This is an optimization exercise on Yosys and OpenROAD, whose aim is small area, a short achievable clock period and few clock cycles per item, not a production implementation.
Function not checked in this run: the RTL went through the layout flow alone.
No activity file was given, so power comes from the tool's default toggle rates.

==> design/flow/run.sh <==
#!/bin/bash
# synth_recipe.tcl (not shown) runs the flow's synth.tcl, then flattens the netlist and writes it again
# the make line also repeats each setting of config.mk as NAME=value (left out here)
make -C /OpenROAD-flow-scripts/flow DESIGN_CONFIG=/design/flow/config.mk WORK_HOME=/design/flow/orfs CLKGATE_MAP_FILE= SYNTH_SCRIPT=/design/flow/synth_recipe.tcl finish
==> design/flow/config.mk <==
export PLATFORM = sky130hd
export DESIGN_NAME = cordic_engine
export DESIGN_NICKNAME = cordic_engine
export VERILOG_FILES = /design/flow/design.v
export SDC_FILE = /design/flow/constraint.sdc
export NUM_CORES = 4
export LEC_CHECK = 0
export ABC_AREA = 1
export CAP_MARGIN = 20
export CORE_MARGIN = 2
export CORE_UTILIZATION = 40
export PLACE_DENSITY = 0.6
export SETUP_SLACK_MARGIN = 3.8
export SLEW_MARGIN = 20
==> design/flow/constraint.sdc <==
create_clock -name core_clock -period 6.0 [get_ports {clk}]
set_input_delay 1.2000 -clock core_clock [delete_from_list [all_inputs] [get_ports {clk}]]
set_output_delay 1.2000 -clock core_clock [all_outputs]
set_load 0.01 [all_outputs]
==> design/flow/design.v <==
module controller(u, v);
  input [7:0] u;
  wire [7:0] u;
  output [15:0] v;
  wire [15:0] v;
  wire n0;
  wire n1;
  wire n10;
  wire n100;
  wire n101;
  wire n102;
  wire n103;
  wire n104;
  wire n105;
  wire n106;
  wire n107;
  wire n108;
  wire n109;
  wire n11;
  wire n110;
  wire n111;
  wire n112;
  wire n113;
  wire n114;
  wire n115;
  wire n116;
  wire n117;
  wire n118;
  wire n119;
  wire n12;
  wire n120;
  wire n121;
  wire n122;
  wire n123;
  wire n124;
  wire n125;
  wire n126;
  wire n127;
  wire n128;
  wire n129;
  wire n13;
  wire n130;
  wire n131;
  wire n132;
  wire n133;
  wire n134;
  wire n135;
  wire n136;
  wire n137;
  wire n138;
  wire n139;
  wire n14;
  wire n140;
  wire n141;
  wire n142;
  wire n143;
  wire n144;
  wire n145;
  wire n146;
  wire n147;
  wire n148;
  wire n149;
  wire n15;
  wire n150;
  wire n151;
  wire n152;
  wire n153;
  wire n154;
  wire n155;
  wire n156;
  wire n157;
  wire n158;
  wire n159;
  wire n16;
  wire n160;
  wire n161;
  wire n162;
  wire n163;
  wire n164;
  wire n165;
  wire n166;
  wire n167;
  wire n168;
  wire n169;
  wire n17;
  wire n170;
  wire n171;
  wire n172;
  wire n173;
  wire n174;
  wire n175;
  wire n176;
  wire n177;
  wire n178;
  wire n179;
  wire n18;
  wire n180;
  wire n181;
  wire n182;
  wire n183;
  wire n184;
  wire n185;
  wire n186;
  wire n187;
  wire n188;
  wire n189;
  wire n19;
  wire n190;
  wire n191;
  wire n192;
  wire n193;
  wire n194;
  wire n195;
  wire n196;
  wire n197;
  wire n198;
  wire n199;
  wire n2;
  wire n20;
  wire n200;
  wire n201;
  wire n202;
  wire n203;
  wire n204;
  wire n205;
  wire n206;
  wire n207;
  wire n208;
  wire n209;
  wire n21;
  wire n210;
  wire n211;
  wire n212;
  wire n213;
  wire n214;
  wire n215;
  wire n216;
  wire n217;
  wire n218;
  wire n219;
  wire n22;
  wire n220;
  wire n221;
  wire n222;
  wire n223;
  wire n224;
  wire n225;
  wire n226;
  wire n227;
  wire n228;
  wire n229;
  wire n23;
  wire n230;
  wire n231;
  wire n232;
  wire n233;
  wire n234;
  wire n235;
  wire n236;
  wire n237;
  wire n238;
  wire n239;
  wire n24;
  wire n240;
  wire n241;
  wire n242;
  wire n243;
  wire n244;
  wire n245;
  wire n246;
  wire n247;
  wire n248;
  wire n249;
  wire n25;
  wire n250;
  wire n251;
  wire n252;
  wire n253;
  wire n254;
  wire n255;
  wire n256;
  wire n257;
  wire n258;
  wire n259;
  wire n26;
  wire n260;
  wire n261;
  wire n262;
  wire n263;
  wire n264;
  wire n265;
  wire n266;
  wire n267;
  wire n268;
  wire n269;
  wire n27;
  wire n270;
  wire n271;
  wire n272;
  wire n273;
  wire n274;
  wire n275;
  wire n276;
  wire n277;
  wire n278;
  wire n279;
  wire n28;
  wire n280;
  wire n281;
  wire n282;
  wire n283;
  wire n284;
  wire n285;
  wire n286;
  wire n287;
  wire n288;
  wire n289;
  wire n29;
  wire n290;
  wire n291;
  wire n292;
  wire n293;
  wire n294;
  wire n295;
  wire n296;
  wire n297;
  wire n298;
  wire n299;
  wire n3;
  wire n30;
  wire n300;
  wire n301;
  wire n302;
  wire n303;
  wire n304;
  wire n305;
  wire n306;
  wire n307;
  wire n308;
  wire n309;
  wire n31;
  wire n310;
  wire n311;
  wire n312;
  wire n313;
  wire n314;
  wire n315;
  wire n316;
  wire n317;
  wire n318;
  wire n319;
  wire n32;
  wire n320;
  wire n321;
  wire n322;
  wire n323;
  wire n324;
  wire n325;
  wire n326;
  wire n327;
  wire n328;
  wire n329;
  wire n33;
  wire n330;
  wire n331;
  wire n332;
  wire n333;
  wire n334;
  wire n335;
  wire n336;
  wire n337;
  wire n338;
  wire n339;
  wire n34;
  wire n340;
  wire n341;
  wire n342;
  wire n343;
  wire n344;
  wire n345;
  wire n346;
  wire n347;
  wire n348;
  wire n349;
  wire n35;
  wire n350;
  wire n351;
  wire n352;
  wire n353;
  wire n354;
  wire n355;
  wire n356;
  wire n357;
  wire n358;
  wire n359;
  wire n36;
  wire n360;
  wire n361;
  wire n362;
  wire n363;
  wire n364;
  wire n365;
  wire n366;
  wire n367;
  wire n368;
  wire n369;
  wire n37;
  wire n370;
  wire n371;
  wire n372;
  wire n373;
  wire n374;
  wire n375;
  wire n376;
  wire n377;
  wire n378;
  wire n379;
  wire n38;
  wire n380;
  wire n381;
  wire n382;
  wire n383;
  wire n384;
  wire n385;
  wire n386;
  wire n387;
  wire n388;
  wire n389;
  wire n39;
  wire n390;
  wire n391;
  wire n392;
  wire n393;
  wire n394;
  wire n395;
  wire n396;
  wire n397;
  wire n398;
  wire n399;
  wire n4;
  wire n40;
  wire n400;
  wire n401;
  wire n402;
  wire n403;
  wire n404;
  wire n405;
  wire n406;
  wire n407;
  wire n408;
  wire n409;
  wire n41;
  wire n410;
  wire n411;
  wire n412;
  wire n413;
  wire n414;
  wire n415;
  wire n416;
  wire n417;
  wire n418;
  wire n419;
  wire n42;
  wire n420;
  wire n421;
  wire n422;
  wire n423;
  wire n424;
  wire n425;
  wire n426;
  wire n427;
  wire n428;
  wire n429;
  wire n43;
  wire n430;
  wire n431;
  wire n432;
  wire n433;
  wire n434;
  wire n435;
  wire n436;
  wire n437;
  wire n438;
  wire n439;
  wire n44;
  wire n440;
  wire n441;
  wire n442;
  wire n443;
  wire n444;
  wire n445;
  wire n446;
  wire n447;
  wire n448;
  wire n449;
  wire n45;
  wire n450;
  wire n451;
  wire n452;
  wire n453;
  wire n454;
  wire n455;
  wire n456;
  wire n457;
  wire n458;
  wire n459;
  wire n46;
  wire n460;
  wire n461;
  wire n462;
  wire n463;
  wire n464;
  wire n465;
  wire n466;
  wire n467;
  wire n468;
  wire n469;
  wire n47;
  wire n470;
  wire n471;
  wire n472;
  wire n473;
  wire n474;
  wire n475;
  wire n476;
  wire n477;
  wire n478;
  wire n479;
  wire n48;
  wire n480;
  wire n481;
  wire n482;
  wire n483;
  wire n484;
  wire n485;
  wire n486;
  wire n487;
  wire n488;
  wire n489;
  wire n49;
  wire n490;
  wire n491;
  wire n492;
  wire n493;
  wire n494;
  wire n495;
  wire n496;
  wire n497;
  wire n498;
  wire n499;
  wire n5;
  wire n50;
  wire n500;
  wire n501;
  wire n502;
  wire n503;
  wire n504;
  wire n505;
  wire n506;
  wire n507;
  wire n508;
  wire n509;
  wire n51;
  wire n510;
  wire n511;
  wire n512;
  wire n513;
  wire n514;
  wire n515;
  wire n516;
  wire n517;
  wire n518;
  wire n519;
  wire n52;
  wire n520;
  wire n521;
  wire n522;
  wire n523;
  wire n524;
  wire n525;
  wire n526;
  wire n527;
  wire n528;
  wire n529;
  wire n53;
  wire n530;
  wire n54;
  wire n55;
  wire n56;
  wire n57;
  wire n58;
  wire n59;
  wire n6;
  wire n60;
  wire n61;
  wire n62;
  wire n63;
  wire n64;
  wire n65;
  wire n66;
  wire n67;
  wire n68;
  wire n69;
  wire n7;
  wire n70;
  wire n71;
  wire n72;
  wire n73;
  wire n74;
  wire n75;
  wire n76;
  wire n77;
  wire n78;
  wire n79;
  wire n8;
  wire n80;
  wire n81;
  wire n82;
  wire n83;
  wire n84;
  wire n85;
  wire n86;
  wire n87;
  wire n88;
  wire n89;
  wire n9;
  wire n90;
  wire n91;
  wire n92;
  wire n93;
  wire n94;
  wire n95;
  wire n96;
  wire n97;
  wire n98;
  wire n99;
  assign n49 = ~(n484 | n506);
  assign n48 = ~((n52 | n202) & n49);
  assign n47 = ~((n48 | n50) & (n53 | n55));
  assign n46 = u[1] ? n475 : n289;
  assign n45 = n289 | u[1];
  assign n44 = n292 & ~(n45);
  assign n43 = n506 & ~(n382);
  assign n42 = ~((n43 & n423) | (n44 & n393));
  assign n41 = ~((n46 | n352) & n42);
  assign n40 = n47 & ~(n41);
  assign v[4] = ~(n40 & n56);
  assign n39 = n44 | n210;
  assign n38 = ~((n225 & n341) | n39);
  assign n37 = n477 & ~(u[2]);
  assign n36 = n37 & n489;
  assign n35 = ~((n202 | n475) & n36);
  assign n34 = ~((n193 & n435) | n35);
  assign n33 = ~((n335 & u[0]) | n229);
  assign n32 = n462 | n475;
  assign n31 = ~((n32 | n33) & n249);
  assign n30 = n31 | n34;
  assign n29 = n355 & ~(n30);
  assign v[11] = ~((n38 | n399) & n29);
  assign n28 = u[1] & ~(n413);
  assign n27 = n53 | n312;
  assign n26 = ~((n28 & u[4]) | n27);
  assign n25 = ~n484;
  assign n24 = n257 & ~(n313);
  assign n23 = ~((n24 | n25) & n331);
  assign n22 = n26 & ~(n23);
  assign n21 = ~((n289 & n471) | n362);
  assign n20 = n353 & ~(n229);
  assign n19 = n491 | ~(n20);
  assign n18 = n19 | n21;
  assign n17 = ~(n69 & n378);
  assign n16 = n259 ? n504 : n17;
  assign n15 = n16 | n18;
  assign n14 = ~((n16 & n18) | n436);
  assign n13 = ~((n14 & n15) | (n22 & n304));
  assign n12 = u[3] ? n503 : n416;
  assign n11 = ~((n415 | n426) & n12);
  assign n10 = n475 ? n471 : n382;
  assign n9 = ~((n87 | n475) & n10);
  assign n8 = u[7] & ~(n340);
  assign n7 = ~((n8 & n451) | n326);
  assign n6 = ~((n433 | n450) & n7);
  assign n5 = ~((n9 & n11) | n6);
  assign n4 = ~((n452 | u[1]) & n5);
  assign v[10] = n4 | n13;
  assign n3 = ~(n450 & n502);
  assign n2 = ~((n3 & u[6]) | n494);
  assign n1 = ~n391;
  assign n0 = n228 | n399;
  assign n530 = ~((n307 & n1) | n0);
  assign n529 = n186 | n470;
  assign n528 = ~((n529 | n307) & n166);
  assign n527 = ~n377;
  assign n526 = u[7] & ~(n422);
  assign n525 = ~((n526 & n527) | (n116 & n500));
  assign n524 = ~((n391 | n494) & n456);
  assign n523 = ~((n524 & n266) | n151);
  assign n522 = ~((n525 | n1) & n523);
  assign n521 = n454 & ~(n376);
  assign n520 = ~((n123 & n207) | (n297 & n447));
  assign n519 = n521 | ~(n520);
  assign n518 = n474 & ~(n432);
  assign n517 = ~((n108 | n518) & n399);
  assign n516 = ~(n256 & n328);
  assign n515 = n517 & ~(n516);
  assign n514 = ~((n181 | n197) & n378);
  assign n513 = ~((n390 & n235) | n514);
  assign n512 = ~((n515 | n519) & n513);
  assign n511 = ~((n333 | n504) & u[1]);
  assign n510 = n511 | n519;
  assign n509 = ~((n510 & n512) | n142);
  assign n508 = ~((n285 | n289) & n509);
  assign n507 = ~((n522 & n528) | n508);
  assign v[7] = ~((n530 | n2) & n507);
  assign n506 = u[7] | u[6];
  assign n505 = u[6] | ~(u[2]);
  assign n504 = ~u[3];
  assign n503 = ~(u[5] & u[4]);
  assign n502 = n503 | n504;
  assign n501 = ~(n502 | n505);
  assign v[15] = n501 | n506;
  assign n500 = ~(u[4] | u[3]);
  assign n499 = u[5] & u[6];
  assign n498 = ~(n499 & n500);
  assign n497 = n498 | u[1];
  assign n496 = ~((n497 | u[2]) & u[5]);
  assign n495 = ~(u[2] & u[3]);
  assign n494 = ~n495;
  assign n493 = ~u[4];
  assign n492 = n506 | n493;
  assign n491 = n494 & ~(n492);
  assign n490 = ~(u[0] | u[1]);
  assign n489 = ~(n490 & n503);
  assign n488 = ~n489;
  assign n487 = n488 | ~(n491);
  assign n486 = ~n487;
  assign n485 = ~((n486 & n496) | u[7]);
  assign v[14] = ~((n491 | n496) & n485);
  assign n484 = u[5] & u[2];
  assign n483 = ~u[7];
  assign n482 = u[5] | u[2];
  assign n481 = n482 | n483;
  assign n480 = n481 & ~(n484);
  assign n479 = ~n490;
  assign n478 = ~(u[5] | u[2]);
  assign n477 = ~(u[4] & u[7]);
  assign n476 = n504 & ~(n477);
  assign n475 = ~u[6];
  assign n474 = u[4] | ~(u[3]);
  assign n473 = n475 & ~(n474);
  assign n472 = ~((n473 | n476) & n478);
  assign n471 = u[5] | ~(u[2]);
  assign n470 = n471 | u[3];
  assign n469 = n470 | n475;
  assign n468 = ~((n469 & n472) | n479);
  assign n467 = ~(u[4] | u[0]);
  assign n466 = u[4] & u[1];
  assign n465 = ~((n466 & u[3]) | n467);
  assign n464 = ~n465;
  assign n463 = u[7] & u[3];
  assign n462 = n482 & ~(n484);
  assign n461 = n463 & ~(n462);
  assign n460 = n470 & ~(u[6]);
  assign n459 = ~n460;
  assign n458 = ~((n459 | n461) & (n464 | n468));
  assign n457 = n458 & ~(n480);
  assign n456 = n471 | n504;
  assign n455 = u[5] | u[4];
  assign n454 = n455 ^ n475;
  assign n453 = n493 & ~(n454);
  assign n452 = n456 | ~(n453);
  assign n451 = u[3] | ~(u[1]);
  assign n450 = n451 | n493;
  assign n449 = ~((n450 | n506) & n452);
  assign n448 = ~n463;
  assign n447 = u[3] & ~(u[2]);
  assign n446 = ~n447;
  assign n445 = ~(u[4] | u[7]);
  assign n444 = n445 & ~(u[6]);
  assign n443 = ~n444;
  assign n442 = ~((n443 | n446) & (n448 | u[5]));
  assign n441 = u[1] & ~(u[0]);
  assign n440 = ~n441;
  assign n439 = n440 | n442;
  assign n438 = ~(n439 | n449);
  assign n437 = n438 & ~(n457);
  assign n436 = ~u[0];
  assign n435 = ~u[5];
  assign n434 = n506 | n435;
  assign n433 = n434 & ~(n476);
  assign n432 = u[5] | ~(u[6]);
  assign n431 = u[4] & ~(n432);
  assign n430 = n433 & ~(n431);
  assign n429 = n463 & ~(n482);
  assign n428 = n430 & ~(n429);
  assign n427 = n428 | u[1];
  assign n426 = ~n467;
  assign n425 = n442 & ~(n426);
  assign n424 = ~n466;
  assign n423 = u[5] & ~(u[4]);
  assign n422 = ~(u[2] | u[3]);
  assign n421 = ~((n422 | u[6]) & n423);
  assign n420 = ~((n424 | u[0]) & n421);
  assign n419 = n420 | n425;
  assign n418 = n419 | ~(n458);
  assign n417 = ~((n427 | n436) & n418);
  assign n416 = u[1] | ~(u[4]);
  assign n415 = u[3] | ~(u[5]);
  assign n414 = n415 | n416;
  assign n413 = u[2] | ~(u[6]);
  assign n412 = ~((n415 & n416) | n413);
  assign n411 = ~((n412 & n414) | n436);
  assign n410 = u[5] & ~(u[6]);
  assign n409 = ~(u[5] | u[7]);
  assign n408 = n409 | n410;
  assign n407 = u[2] & ~(u[5]);
  assign n406 = ~(u[6] | u[1]);
  assign n405 = u[3] & ~(u[7]);
  assign n404 = ~((n405 | n406) & n407);
  assign n403 = ~((n408 | n450) & n404);
  assign n402 = n411 & ~(n403);
  assign n401 = n471 | n506;
  assign n400 = n401 | ~(n402);
  assign n399 = ~u[2];
  assign n398 = ~(n500 & n399);
  assign n397 = ~((n398 | n432) & n400);
  assign n396 = u[3] | u[1];
  assign n395 = n483 & ~(n396);
  assign n394 = u[2] ? u[5] : u[4];
  assign n393 = ~(u[6] | u[2]);
  assign n392 = n463 | ~(n393);
  assign n391 = ~(u[5] & u[1]);
  assign n390 = u[4] & u[0];
  assign n389 = n390 & n391;
  assign n388 = ~((n389 & n392) | (n394 & n395));
  assign n387 = n506 & ~(n399);
  assign n386 = n387 & ~(n406);
  assign n385 = u[0] & ~(u[3]);
  assign n384 = ~(u[4] & u[2]);
  assign n383 = n384 & ~(n385);
  assign n382 = u[2] | u[1];
  assign n381 = ~(u[5] & u[7]);
  assign n380 = n381 | ~(n382);
  assign n379 = ~((n380 | n383) & (n386 | n388));
  assign n378 = ~u[1];
  assign n377 = n378 & ~(n455);
  assign n376 = u[2] | ~(u[0]);
  assign n375 = n376 & ~(n432);
  assign n374 = ~n432;
  assign n373 = ~((n376 | n374) & n448);
  assign n372 = ~((n373 | n375) & n377);
  assign n371 = ~((n416 | u[7]) & n503);
  assign n370 = u[1] | ~(u[5]);
  assign n369 = u[4] & ~(u[5]);
  assign n368 = ~((n369 & n396) | (n370 & n447));
  assign n367 = n368 | u[6];
  assign n366 = n371 & ~(n367);
  assign n365 = n366 | ~(n372);
  assign n364 = ~(n365 | n379);
  assign n363 = n364 & ~(n397);
  assign v[3] = ~((n417 | n437) & n363);
  assign n362 = ~n500;
  assign n361 = n475 & ~(n471);
  assign n360 = ~n361;
  assign n359 = ~((n360 | n362) & (n497 | u[2]));
  assign n358 = ~n381;
  assign n357 = n463 & ~(n493);
  assign n356 = n357 | n358;
  assign n355 = ~(n356 | n359);
  assign n354 = n355 | n382;
  assign n353 = u[6] | ~(u[5]);
  assign n352 = n490 | n495;
  assign n351 = n495 & n499;
  assign n350 = ~((n351 | n493) & (n352 | n353));
  assign n349 = n471 & ~(n390);
  assign n348 = ~(u[6] | u[0]);
  assign n347 = ~(u[3] & u[1]);
  assign n346 = n347 | n348;
  assign n345 = ~(n346 | n349);
  assign n344 = n345 | u[7];
  assign n343 = n344 | n350;
  assign n342 = n354 & ~(n343);
  assign n341 = n342 | n486;
  assign v[13] = ~n341;
  assign n340 = u[4] | u[2];
  assign n339 = n384 & n340;
  assign n338 = ~(u[6] & u[3]);
  assign n337 = n436 & ~(n338);
  assign n336 = ~((n337 & n339) | n468);
  assign n335 = ~n451;
  assign n334 = n482 | n493;
  assign n333 = n334 | n506;
  assign n332 = n378 ? n475 : n506;
  assign n331 = n332 | n455;
  assign n330 = ~((n331 | n495) & (n333 | n335));
  assign n329 = u[2] | ~(u[5]);
  assign n328 = n329 | n474;
  assign n327 = ~(u[6] & u[1]);
  assign n326 = ~((n327 | n328) & n381);
  assign n325 = n451 | u[2];
  assign n324 = ~((n325 | n432) & (n326 | n328));
  assign n323 = n324 | n330;
  assign n322 = n336 & ~(n323);
  assign n321 = ~((n347 | n355) & n322);
  assign n320 = u[0] & u[1];
  assign n319 = ~((n320 | n432) & n353);
  assign n318 = ~(u[4] & u[3]);
  assign n317 = n319 & ~(n318);
  assign n316 = n506 | ~(n500);
  assign n315 = ~((n398 | u[0]) & n316);
  assign n314 = ~((n315 | n317) & n479);
  assign n313 = ~(u[4] | u[1]);
  assign n312 = n313 & n410;
  assign n311 = u[7] & u[1];
  assign n310 = ~((n311 & u[4]) | n312);
  assign n309 = ~((n310 & n314) | n393);
  assign n308 = n309 | n397;
  assign n307 = n308 | n321;
  assign n306 = n320 & ~(u[2]);
  assign n305 = ~((n306 | u[4]) & n358);
  assign n304 = n436 & ~(n366);
  assign n303 = n495 & ~(n422);
  assign n302 = n435 & ~(n313);
  assign n301 = n410 | n445;
  assign n300 = n301 | n302;
  assign n299 = ~((n300 | n303) & n497);
  assign n298 = ~n503;
  assign n297 = u[7] & ~(n455);
  assign n296 = ~((n297 | n298) & n504);
  assign n295 = ~(n296 | n299);
  assign n294 = n295 | ~(n304);
  assign n293 = u[3] | ~(u[4]);
  assign n292 = ~(n293 & n474);
  assign n291 = ~((n292 & n306) | (u[2] & n436));
  assign n290 = n506 & ~(n291);
  assign n289 = u[5] | u[7];
  assign n288 = n289 | u[0];
  assign n287 = ~(n288 | n505);
  assign n286 = n287 | n299;
  assign n285 = ~((n286 | n290) & n294);
  assign n284 = ~(n285 & n305);
  assign v[8] = n284 | n307;
  assign n283 = ~n396;
  assign n282 = ~n330;
  assign n281 = ~n405;
  assign n280 = ~((n413 & n505) | n424);
  assign n279 = ~((n280 | n377) & n281);
  assign n278 = ~((n279 & n382) | n503);
  assign n277 = ~((n370 | n506) & n279);
  assign n276 = ~((n277 | n278) & u[0]);
  assign n275 = ~n316;
  assign n274 = n435 & ~(n416);
  assign n273 = ~((n374 & n445) | n358);
  assign n272 = n274 | ~(n273);
  assign n271 = n381 & n447;
  assign n270 = n436 & ~(n271);
  assign n269 = ~((n270 & n272) | n275);
  assign n268 = ~((n269 & n276) | (n282 & n283));
  assign n267 = ~(n359 & n436);
  assign n266 = u[4] & u[6];
  assign n265 = n266 | n297;
  assign n264 = n311 | n467;
  assign n263 = ~((u[4] & n483) | n264);
  assign n262 = ~((n263 | n265) & (n274 | u[2]));
  assign n261 = n466 & ~(n432);
  assign n260 = ~(n381 & u[0]);
  assign n259 = n260 | n261;
  assign n258 = ~((n409 & n500) | n259);
  assign n257 = n474 | u[6];
  assign n256 = n257 | u[7];
  assign n255 = ~((n256 & n258) | (n262 & n267));
  assign n254 = ~n393;
  assign n253 = n347 | u[5];
  assign n252 = n391 | n445;
  assign n251 = ~n408;
  assign n250 = n447 & ~(n345);
  assign n249 = ~((n320 | n251) & n250);
  assign n248 = ~((n249 & n254) | (n252 & n253));
  assign n247 = ~n476;
  assign n246 = n444 & ~(n329);
  assign n245 = n477 & ~(n246);
  assign n244 = n265 & ~(n462);
  assign n243 = n245 & ~(n244);
  assign n242 = ~((n243 | n396) & (n258 | n247));
  assign n241 = n242 | n248;
  assign n240 = n241 | n255;
  assign v[2] = n240 | n268;
  assign n239 = n498 & ~(n461);
  assign n238 = ~((n360 | n362) & n239);
  assign n237 = ~(n238 | n324);
  assign n236 = ~((n237 & n285) | n440);
  assign n235 = ~n470;
  assign n234 = ~((n271 | u[2]) & (n434 | u[3]));
  assign n233 = n415 & ~(n444);
  assign n232 = ~((n313 | n483) & n233);
  assign n231 = ~((n232 & n234) | (n235 & u[6]));
  assign n230 = ~((n231 & n427) | (n331 & n436));
  assign n229 = u[5] & ~(n293);
  assign n228 = n377 & ~(u[0]);
  assign n227 = n445 & ~(n495);
  assign n226 = ~((n490 | n435) & n227);
  assign n225 = ~((n226 | n228) & (n416 | n446));
  assign n224 = ~((n229 & n382) | n225);
  assign n223 = n345 | ~(n479);
  assign n222 = ~((n456 & n481) | n493);
  assign n221 = n302 | n413;
  assign n220 = ~((n424 & u[0]) | n221);
  assign n219 = ~(n352 | n421);
  assign n218 = ~((n361 & n395) | n219);
  assign n217 = n220 | ~(n218);
  assign n216 = ~((n222 & n223) | n217);
  assign n215 = ~((n224 | u[6]) & n216);
  assign n214 = n215 | n230;
  assign v[5] = n214 | n236;
  assign n213 = ~((n453 | n298) & n479);
  assign n212 = n223 | n350;
  assign n211 = ~n431;
  assign n210 = ~((n385 | n211) & (n251 | n489));
  assign n209 = n483 & ~(n210);
  assign n208 = ~((n209 & n212) | (n213 & n495));
  assign n207 = u[6] & ~(u[0]);
  assign n206 = ~((n207 | n450) & (n293 | n435));
  assign n205 = n206 | n278;
  assign n204 = n482 & ~(n393);
  assign n203 = ~((n205 | n208) & n204);
  assign n202 = ~n455;
  assign n201 = u[6] ? u[5] : u[7];
  assign n200 = ~((n201 | n446) & (n202 | n483));
  assign n199 = n354 & ~(n200);
  assign v[12] = ~(n199 & n203);
  assign n198 = ~n327;
  assign n197 = u[3] | ~(u[2]);
  assign n196 = ~n197;
  assign n195 = ~((n196 & n298) | (n317 & u[1]));
  assign n194 = ~((n195 | n198) & n436);
  assign n193 = n406 | n444;
  assign n192 = n292 & ~(n196);
  assign n191 = ~n357;
  assign n190 = n398 & n481;
  assign n189 = ~((n190 | n378) & (n191 | n399));
  assign n188 = ~((n192 & n193) | n189);
  assign n187 = n188 & ~(n194);
  assign n186 = ~n416;
  assign n185 = ~n474;
  assign n184 = ~((n370 | n506) & (n432 | n185));
  assign n183 = ~((n184 & n493) | (n186 & n447));
  assign n182 = ~((n183 & n402) | n187);
  assign n181 = u[4] | ~(u[7]);
  assign n180 = n181 & n328;
  assign n179 = n253 & ~(n283);
  assign n178 = ~((n179 | n436) & n506);
  assign n177 = n267 & ~(n178);
  assign n176 = u[1] & ~(u[2]);
  assign n175 = n176 | ~(n404);
  assign n174 = n504 & ~(n289);
  assign n173 = n398 & ~(n186);
  assign n172 = ~((n313 & n399) | (n441 & n474));
  assign n171 = ~((n172 | n432) & (n173 | n381));
  assign n170 = ~((n174 & n175) | n171);
  assign n169 = ~((n177 | n180) & n170);
  assign v[1] = n169 | n182;
  assign n168 = n455 & ~(n483);
  assign n167 = n168 & ~(n325);
  assign n166 = n436 & ~(n167);
  assign n165 = ~n462;
  assign n164 = u[2] & u[1];
  assign n163 = n473 & ~(n164);
  assign n162 = ~((n360 | n424) & (n407 | n477));
  assign n161 = ~((n163 & n165) | n162);
  assign n160 = n494 ? n445 : n358;
  assign n159 = n164 | n493;
  assign n158 = n159 | ~(n351);
  assign n157 = ~(n158 & n333);
  assign n156 = ~((n160 & n378) | n157);
  assign n155 = ~((n340 & n451) | (u[5] & n399));
  assign n154 = n316 & ~(n455);
  assign n153 = n155 | ~(n154);
  assign n152 = ~((n327 | n474) & u[0]);
  assign n151 = n152 | n501;
  assign n150 = n153 & ~(n151);
  assign n149 = ~((n150 & n156) | (n161 & n166));
  assign n148 = ~(n265 & n235);
  assign n147 = n378 & ~(n357);
  assign n146 = ~((n432 | n446) & n147);
  assign n145 = ~(n146 | n287);
  assign n144 = n462 | n483;
  assign n143 = ~n144;
  assign n142 = u[5] & ~(n245);
  assign n141 = ~((n142 | n143) & u[0]);
  assign n140 = n393 | ~(n381);
  assign n139 = n288 & n434;
  assign n138 = ~((n140 | n462) & n139);
  assign n137 = u[5] & ~(n303);
  assign n136 = ~((n422 | u[5]) & n207);
  assign n135 = u[1] & ~(n476);
  assign n134 = n135 & ~(n491);
  assign n133 = ~((n136 | n137) & n134);
  assign n132 = ~((n138 & n500) | n133);
  assign n131 = ~((n132 & n141) | (n145 & n148));
  assign v[6] = n131 | n149;
  assign n130 = v[8] & ~(n436);
  assign n129 = n455 ? n483 : n201;
  assign n128 = ~(n495 & u[1]);
  assign n127 = n128 | n229;
  assign n126 = n127 | n129;
  assign n125 = u[3] ? n503 : n434;
  assign n124 = n125 | n176;
  assign n123 = n423 & ~(n399);
  assign n122 = ~((n123 | n361) & n395);
  assign n121 = n436 & ~(n261);
  assign n120 = ~((n293 | n482) & n121);
  assign n119 = n122 & ~(n120);
  assign n118 = n443 & ~(n266);
  assign n117 = ~((n118 | u[1]) & n338);
  assign n116 = n378 ? u[6] : n413;
  assign n115 = n116 | ~(n229);
  assign n114 = n115 & ~(n152);
  assign n113 = ~((n332 | n368) & n114);
  assign n112 = ~((n117 & n484) | n113);
  assign n111 = ~((n112 & n354) | (n119 & n124));
  assign n110 = n451 | ~(n432);
  assign n109 = ~n382;
  assign n108 = n409 & ~(n293);
  assign n107 = n108 | n473;
  assign n106 = n320 | ~(n495);
  assign n105 = ~((n106 & n297) | (n107 & n109));
  assign n104 = ~((n110 | n144) & n105);
  assign n103 = ~((n366 & u[2]) | n104);
  assign n102 = n103 & ~(n111);
  assign v[0] = ~((n126 | n130) & n102);
  assign n101 = ~n348;
  assign n100 = n423 | ~(n347);
  assign n99 = ~((n100 & n341) | n101);
  assign n98 = ~n334;
  assign n97 = ~((n123 & u[1]) | n98);
  assign n96 = ~((n198 & n185) | n275);
  assign n95 = ~((n96 | u[5]) & (n254 | n503));
  assign n94 = n411 & ~(n95);
  assign n93 = ~((n97 | n281) & n94);
  assign n92 = n462 & ~(n424);
  assign n91 = ~(n207 & n470);
  assign n90 = n91 | n155;
  assign n89 = ~((n90 | n92) & (n93 | n449));
  assign n88 = ~((n479 | n399) & n483);
  assign n87 = ~n164;
  assign n86 = ~((n435 & u[0]) | n87);
  assign n85 = u[4] ? u[7] : u[3];
  assign n84 = ~((n85 | n86) & n334);
  assign n83 = n88 & ~(n84);
  assign n82 = ~n423;
  assign n81 = ~((n196 & n82) | (n98 & n348));
  assign n80 = ~((n339 | n408) & n81);
  assign n79 = ~((n289 | n475) & n378);
  assign n78 = ~((n303 & n436) | n79);
  assign n77 = ~((n78 & n80) | (n83 & n372));
  assign v[9] = ~((n89 | n99) & n77);
  assign n76 = ~((n430 & n480) | n451);
  assign n75 = u[6] & ~(u[1]);
  assign n74 = ~((n75 & n462) | n447);
  assign n73 = ~(n327 | n423);
  assign n72 = n271 & ~(n73);
  assign n71 = ~n506;
  assign n70 = n399 ? n500 : n423;
  assign n69 = ~(n506 & u[3]);
  assign n68 = ~((n69 | n384) & u[0]);
  assign n67 = ~((n70 & n71) | n68);
  assign n66 = ~((n72 | n74) & n67);
  assign n65 = ~((n358 | n283) & n347);
  assign n64 = ~((n283 & n408) | n65);
  assign n63 = n382 | n475;
  assign n62 = n327 | n478;
  assign n61 = n338 & ~(n429);
  assign n60 = ~((n61 & n62) | (n63 & u[4]));
  assign n59 = n60 | n64;
  assign n58 = n59 | n330;
  assign n57 = n58 | n278;
  assign n56 = ~((n57 | n194) & (n66 | n76));
  assign n55 = n495 & ~(n506);
  assign n54 = n432 | n490;
  assign n53 = ~(n54 | n293);
  assign n52 = u[0] | ~(u[2]);
  assign n51 = ~((n52 & n500) | n423);
  assign n50 = u[1] & ~(n51);
endmodule
module cordic_engine
#(
    parameter IO_BW=32
)
(
    clk,
    rst_n,
    phase,
    mode,
    pop,
    valid_in,
    valid_out,
    result
);
input   clk;
input   rst_n;
input   valid_in;
input   [IO_BW-1:0] phase;
input   [2:0] mode;
output  [IO_BW-1:0] result;
output reg valid_out;
output reg pop;
wire [9:0] p = phase[9:0];
wire c0 = (mode == 3'd0), c1 = (mode == 3'd1), c2 = (mode == 3'd2);
wire c3 = (mode == 3'd3), c4 = (mode == 3'd4);    
wire dbl = c2 | c3 | c4;                           
function gt;
    input [9:0] a;
    input [9:0] k;
    integer i;
    begin
        gt = 1'b0;
        for (i = 0; i < 10; i = i + 1)
            gt = k[i] ? (a[i] & gt) : (a[i] | gt);
    end
endfunction
wire [6:0] g = {gt(p, 10'd630), gt(p, 10'd540), gt(p, 10'd450), gt(p, 10'd360),
                gt(p, 10'd270), gt(p, 10'd180), gt(p, 10'd90)};
wire [9:0] lut;
assign lut[0] = (c0 & ((g[5]) | (~g[3] & g[1]))) |
    (c1 & ((~g[1]) | (~g[5] & g[3]))) |
    ((c2 | c3) & ((~g[0]) | (~g[2] & g[1]) | (~g[4] & g[3]) | (~g[6] & g[5]))) |
    (c4 & ((~g[1] & g[0]) | (~g[5] & g[4]) | (~g[3] & g[2]) | (g[6])));
assign lut[1] = 1'b0;
assign lut[2] = c1 |
    (c2 | c3);
assign lut[3] = (c0 & ((~g[5] & g[1]))) |
    (c1 & ((~g[5] & g[1]))) |
    ((c2 | c3) & ((~g[6] & g[4]) | (~g[2] & g[0]))) |
    (c4 & ((~g[6] & g[4]) | (~g[2] & g[0])));
assign lut[4] = (c0 & ((g[3]))) |
    (c1 & ((~g[1]) | (~g[5] & g[3]))) |
    ((c2 | c3) & ((~g[0]) | (~g[2] & g[1]) | (~g[5] & g[4]) | (g[6]))) |
    (c4 & ((~g[5] & g[1])));
assign lut[5] = (c0 & ((~g[3] & g[1]))) |
    (c1 & ((~g[1]) | (g[5]))) |
    ((c2 | c3) & ((~g[0]) | (~g[3] & g[2]) | (~g[6] & g[4]))) |
    (c4 & ((~g[1] & g[0]) | (g[6]) | (~g[5] & g[3])));
assign lut[6] = (c0 & ((g[5]) | (~g[3] & g[1]))) |
    (c1 & ((g[5]) | (~g[3] & g[1]))) |
    ((c2 | c3) & ((~g[1] & g[0]) | (~g[3] & g[2]) | (~g[6] & g[4]))) |
    (c4 & ((~g[1] & g[0]) | (~g[6] & g[5]) | (~g[3] & g[2])));
assign lut[7] = (c0 & ((g[3]))) |
    (c1 & ((~g[1]) | (g[5]))) |
    ((c2 | c3) & ((~g[0]) | (~g[6] & g[5]) | (~g[4] & g[2]))) |
    (c4 & ((g[5]) | (~g[3] & g[1])));
assign lut[8] = (c0 & ((g[5]) | (~g[3] & g[1]))) |
    (c1 & ((~g[1]) | (~g[5] & g[3]))) |
    ((c2 | c3) & ((~g[0]) | (~g[2] & g[1]) | (~g[4] & g[3]) | (~g[6] & g[5]))) |
    (c4 & ((~g[1] & g[0]) | (~g[5] & g[4]) | (~g[3] & g[2]) | (g[6])));
assign lut[9] = (c0 & ((g[3]))) |
    (c1 & ((~g[5] & g[1]))) |
    (c2 & ((~g[0]) | (g[6]) | (~g[4] & g[2]))) |
    (c3 & ((~g[6] & g[4]) | (~g[2] & g[0]))) |
    (c4 & ((g[5]) | (~g[3] & g[1])));
wire [7:0] pp = dbl ? {p[6:0], 1'b0} : (c0 | c1) ? p[7:0] : 8'd0;
reg       v1, inv1, sh1, m23_1, isx1;
reg [7:0] a1, k1;
always @(posedge clk) begin
    if (!rst_n) begin
        v1  <= 1'b0;
        pop <= 1'b1;
    end else begin
        v1  <= valid_in;
        pop <= 1'b0;
    end
    a1    <= pp ^ {8{lut[8]}};
    k1    <= lut[7:0];
    inv1  <= lut[9] & ~(c4 & (p == 10'd360));
    sh1   <= dbl;
    m23_1 <= c2 | c3;
    isx1  <= c1 | c2 | c3;
end
wire [7:0] u = a1 + k1;
reg       v2, inv2, sh2, m23_2, isx2;
reg [7:0] u2;
always @(posedge clk) begin
    if (!rst_n) v2 <= 1'b0;
    else        v2 <= v1;
    u2    <= u;
    inv2  <= inv1;
    sh2   <= sh1;
    m23_2 <= m23_1;
    isx2  <= isx1;
end
wire [15:0] t;
controller controller (.u(u2), .v(t));
wire sp = isx2 & (u2 == 8'd90);
reg        v3, inv3, sh3, m23_3;
reg [15:0] t3;
always @(posedge clk) begin
    if (!rst_n) v3 <= 1'b0;
    else        v3 <= v2;
    t3    <= {t[15:3], sp ? 3'b100 : t[2:0]};
    inv3  <= inv2;
    sh3   <= sh2;
    m23_3 <= m23_2;
end
reg  [14:0] r_lo;
reg         r15, rs, rsv;
always @(posedge clk) begin
    if (!rst_n) valid_out <= 1'b0;
    else        valid_out <= v3;
    r_lo <= (sh3 ? t3[15:1] : t3[14:0]) ^ {15{inv3}};
    r15  <= sh3 ? (m23_3 ^ inv3) : (t3[15] ^ inv3);
    rs   <= ~m23_3 & inv3;
    rsv  <= ~m23_3 & inv3 & v3;    
end
assign result = {{8{rs}}, {8{rsv}}, r15, r_lo};
endmodule
==> summary.txt <==
fraction of final layout cells with drive strength greater than 1 -> 29.8%
fraction of post-synthesis cell area in the top cell type by area -> 25.3%
post-synthesis async set-or-reset flop share -> 0%
initial drt markers -> 1032
hold violation count in the final report -> 0
final slew viol count -> 0
detailed-route wire length -> 27800 um
Vias per Instance -> 6.17
synth cell count leaders -> 218 x sky130_fd_sc_hd__nand2_1, 94 x sky130_fd_sc_hd__inv_1, 77 x sky130_fd_sc_hd__nor2_1
top cell type by total area after synthesis -> sky130_fd_sc_hd__dfxtp_1
die area -> 15400 um2
Crit path required time -> 6120 ps
HP Start -> m23_1$_DFF_P_
highest clock frequency the design can meet -> 434 MHz
clock period minus worst slack -> 2300 ps
diodes inserted -> 0
initial core utilization -> 41.3%
DRT antenna net count -> 0
Hold Path End -> m23_2$_DFF_P_
die extent in x -> 124 um
Max clock buf depth -> 2
Critical R2R Launch -> u2[1]$_DFF_P_
leading post-synthesis cells by cell area -> sky130_fd_sc_hd__dfxtp_1 25%, sky130_fd_sc_hd__nand2_1 14%, sky130_fd_sc_hd__inv_1 6.1%
largest vdd supply drop -> 0.000208 V
critical path's slowest cell -> sky130_fd_sc_hd__dfxtp_1
number of max-cap violations -> 0
worst clock skew on the final layout -> 4.01 ps
core area -> 14000 um2
placed cell count -> 1074
number of sinks driven by the clock tree -> 73
post-synth design cell area -> 5770 um2
site row count -> 43
remaining design rule violation count -> 0
Worst Path Class, Setup -> register to register
worst min-delay path category -> register to register
hold slack -> 326 ps
Final GP Congestion -> 1.09
area growth from synthesis to final layout -> 36.7%
Setup Total Neg Slack -> 0 ps
Yosys Warn Count -> 1
vias in the first global route -> 6667
Final setup viols -> 0
list of cells traversed by the critical path -> buf_12, nand2_2, nand3_1, nor2_1, nand2_1, nand2_2, nor3_2, nand3_1, nand2_1, nand4_1
sequential cell area fraction in the yosys report -> 25.3%
GRT Total Usage -> 35.2%
number of nets in the finished design -> 1042
maximum cell stage delay along the critical path -> 350 ps
worst reg2reg path depth -> 10
worst slew margin relative to its limit -> 47.0%
number of flip-flops and latches in the synthesized netlist -> 73
outcome -> complete, no violations
count of port buffers added during placement -> 49
leak pwr -> 3.65 nW
depth of the worst hold-timing path -> 0
WP buf/inv -> 1
CTS tree -> done
final cell count without fillers -> 1164
number of buffers added by the clock tree synthesis step -> 9
number of levels the H-tree was split into -> 3
Critical path origin -> u2[1]$_DFF_P_
initial antenna violation count -> 0
power density over the cells -> 540 nW/um2
ratio of final minimum period to clock period -> 38.4%
pin count of the biggest net entering global routing -> 31
CTS clk-pin slew, worst paths -> 60 ps
Avg WL per Cell -> 23.8 um
Critical Path AT -> 2420 ps
post-detailed-placement half-perimeter wirelength -> 18300 um
DR vias -> 7185
die outline height -> 124 um
Top FF cell, synth -> sky130_fd_sc_hd__dfxtp_1
actual transition at the worst max-transition pin -> 794 ps
total nets after synthesis -> 948
synthesized netlist cell count -> 885
clock insertion delay at the later pin of the skew report -> 330 ps
number of flops mapped to enable cells by yosys -> 0
number of detailed-route iterations in the first pass -> 8
most common cell in the netlist -> sky130_fd_sc_hd__nand2_1
Congestion Overflow GR -> 0
RSZ-0062 raised after global routing -> true
slack of the worst reg-to-reg path -> 3700 ps
critical path capture point type -> register
capturing point of the worst reg2reg path -> t3[4]$_DFF_P_
I/O pin total -> 72
Top Family by Delay on Critical Path -> simple AND/OR/NAND/NOR gates
CTS Root Cell -> sky130_fd_sc_hd__clkbuf_16
synthesized area per cell -> 6.52 um2
global-route wire length before repair -> 39300 um
# hold bufs at CTS -> 0
number of different library cells in the post-synthesis netlist -> 52
worst-path fanout max -> 22
CP startpoint kind -> register
fill cell count -> 1363
## worst max path at each step
| stage | cells past startpoint | endpoint |
|---|---|---|
| finish | 10 | t3[4]$_DFF_P_ |
| floorplan | 11 | a1[0]$_DFF_P_ |
| CTS | 13 | t3[9]$_DFF_P_ |
| global route | 10 | inv1$_DFF_P_ |
| global placement | 12 | t3[9]$_DFF_P_ |
| detailed placement | 12 | a1[7]$_DFF_P_ |
## report_power, final
group / total (mW) / switching, mW / internal (mW)
Clock: 0.583 / 0.215 / 0.369
Sequential: 0.754 / 0.101 / 0.653
Combinational: 2.92 / 1.93 / 0.998
Total: 4.26 / 2.24 / 2.02
## sequential cells by signal, summed over array words and instances, names as in the netlist, 7 cells and up
register  cells
a1            8
t3           16
r_lo         15
k1            7
u2            8
## per-stage QoR
step / util (%) / total power [mW] / instance area, um2 / worst slack, ps
global route: 56.4 / 4.40 / 7890 / 3690
CTS: 52.5 / 3.83 / 7340 / 3770
finish: 56.4 / 4.26 / 7890 / 3700
floorplan: - / 2.12 / 5780 / 3650
detailed placement: 44.6 / 2.93 / 6230 / 2820
global placement: 44.6 / 3.01 / 6230 / 2710
## logic make-up after synthesis
| logic type | count (synthesis) | share of synthesized area (%) |
|---|---|---|
| and+or+nand+nor | 408 | 32.0 |
| DFF | 73 | 25.3 |
| xor gates and xnor gates | 24 | 3.64 |
| buffers and inverters | 154 | 12.6 |
| adders and majority gates | 25 | 5.42 |
| AOI/OAI and AO/OA | 199 | 20.7 |
| muxes | 2 | 0.347 |
## final cells by class
| type | count | area [um2] | share of cell area [%] |
|---|---|---|---|
| multi-input combinational | 660 | 4170 | 52.8 |
| sequential | 73 | 1480 | 18.8 |
| timing repair buffer | 128 | 1200 | 15.2 |
| inverter | 105 | 472 | 5.98 |
| clock buffer | 9 | 225 | 2.85 |
| tap | 180 | 225 | 2.85 |
| clock inverter | 7 | 103 | 1.30 |
| timing repair inverter | 2 | 16.3 | 0.206 |
## metal layers
metal	up-vias	share of wire [%]	wire, um	track usage [%]
li1	3150	-	-	-
met1	3185	37	10300	44.2
met2	652	40	11100	49.4
met3	198	15	4270	15.8
met4	0	7.8	2160	19.9
met5	-	0	0	2.08
## cells in the final DEF, fill, tap and decap left out, types with 10 or more instances in the layout
cell type	Yosys	final
sky130_fd_sc_hd__a21oi_2	4	10
sky130_fd_sc_hd__inv_2	10	15
sky130_fd_sc_hd__ha_1	25	14
sky130_fd_sc_hd__clkbuf_16	0	10
sky130_fd_sc_hd__xor2_1	22	22
sky130_fd_sc_hd__inv_1	94	74
sky130_fd_sc_hd__nand3_1	42	37
sky130_fd_sc_hd__nor2_4	6	22
sky130_fd_sc_hd__buf_4	20	66
sky130_fd_sc_hd__dfxtp_1	73	65
sky130_fd_sc_hd__clkbuf_2	0	15
sky130_fd_sc_hd__nor2_2	8	12
sky130_fd_sc_hd__a21oi_1	49	40
sky130_fd_sc_hd__nand4_1	21	21
sky130_fd_sc_hd__nand2_4	3	10
sky130_fd_sc_hd__dlygate4sd2_1	0	20
sky130_fd_sc_hd__o21ai_1	12	14
sky130_fd_sc_hd__nand2_1	218	191
sky130_fd_sc_hd__nor2_1	77	57
sky130_fd_sc_hd__nand2_2	8	28
sky130_fd_sc_hd__o21ai_0	65	57
sky130_fd_sc_hd__o22ai_1	16	16
## timing repair
item / 4_1_cts / 5_1_grt
setup endpoints to repair: 65 / 40
pin swaps: 36 / 44
gates cloned: 7 / 1
buffers inserted: 38 / 28
resized for setup: 212 / 132

==> re-timing with driven ports <==
The flow's constraints put no driver on any port. The routed layout listed below was extracted and timed again, unchanged, in two steps. Step 1 (the two cells are an assumption about what drives the block):
set clk [get_ports {clk}]
set_driving_cell -lib_cell sky130_fd_sc_hd__clkbuf_16 $clk
set_driving_cell -lib_cell sky130_fd_sc_hd__buf_2 [delete_from_list [all_inputs] $clk]
Step 2 also shifts input and output timing later by t, the mid clock arrival at the registers, as if the neighbouring blocks saw the same clock. Three values: no drivers, after step 1, after step 2; two values: the first two.
shift t [ns]: 0.365
slack for setup (ns): 3.697 / 3.697 / 3.384
latest minus earliest clock arrival (ns): 0.004 / 0.005
After both steps setup and hold are still met in this run. The setup slack of this run moves by 0.000 ns with the drivers and by -0.313 ns with both steps.
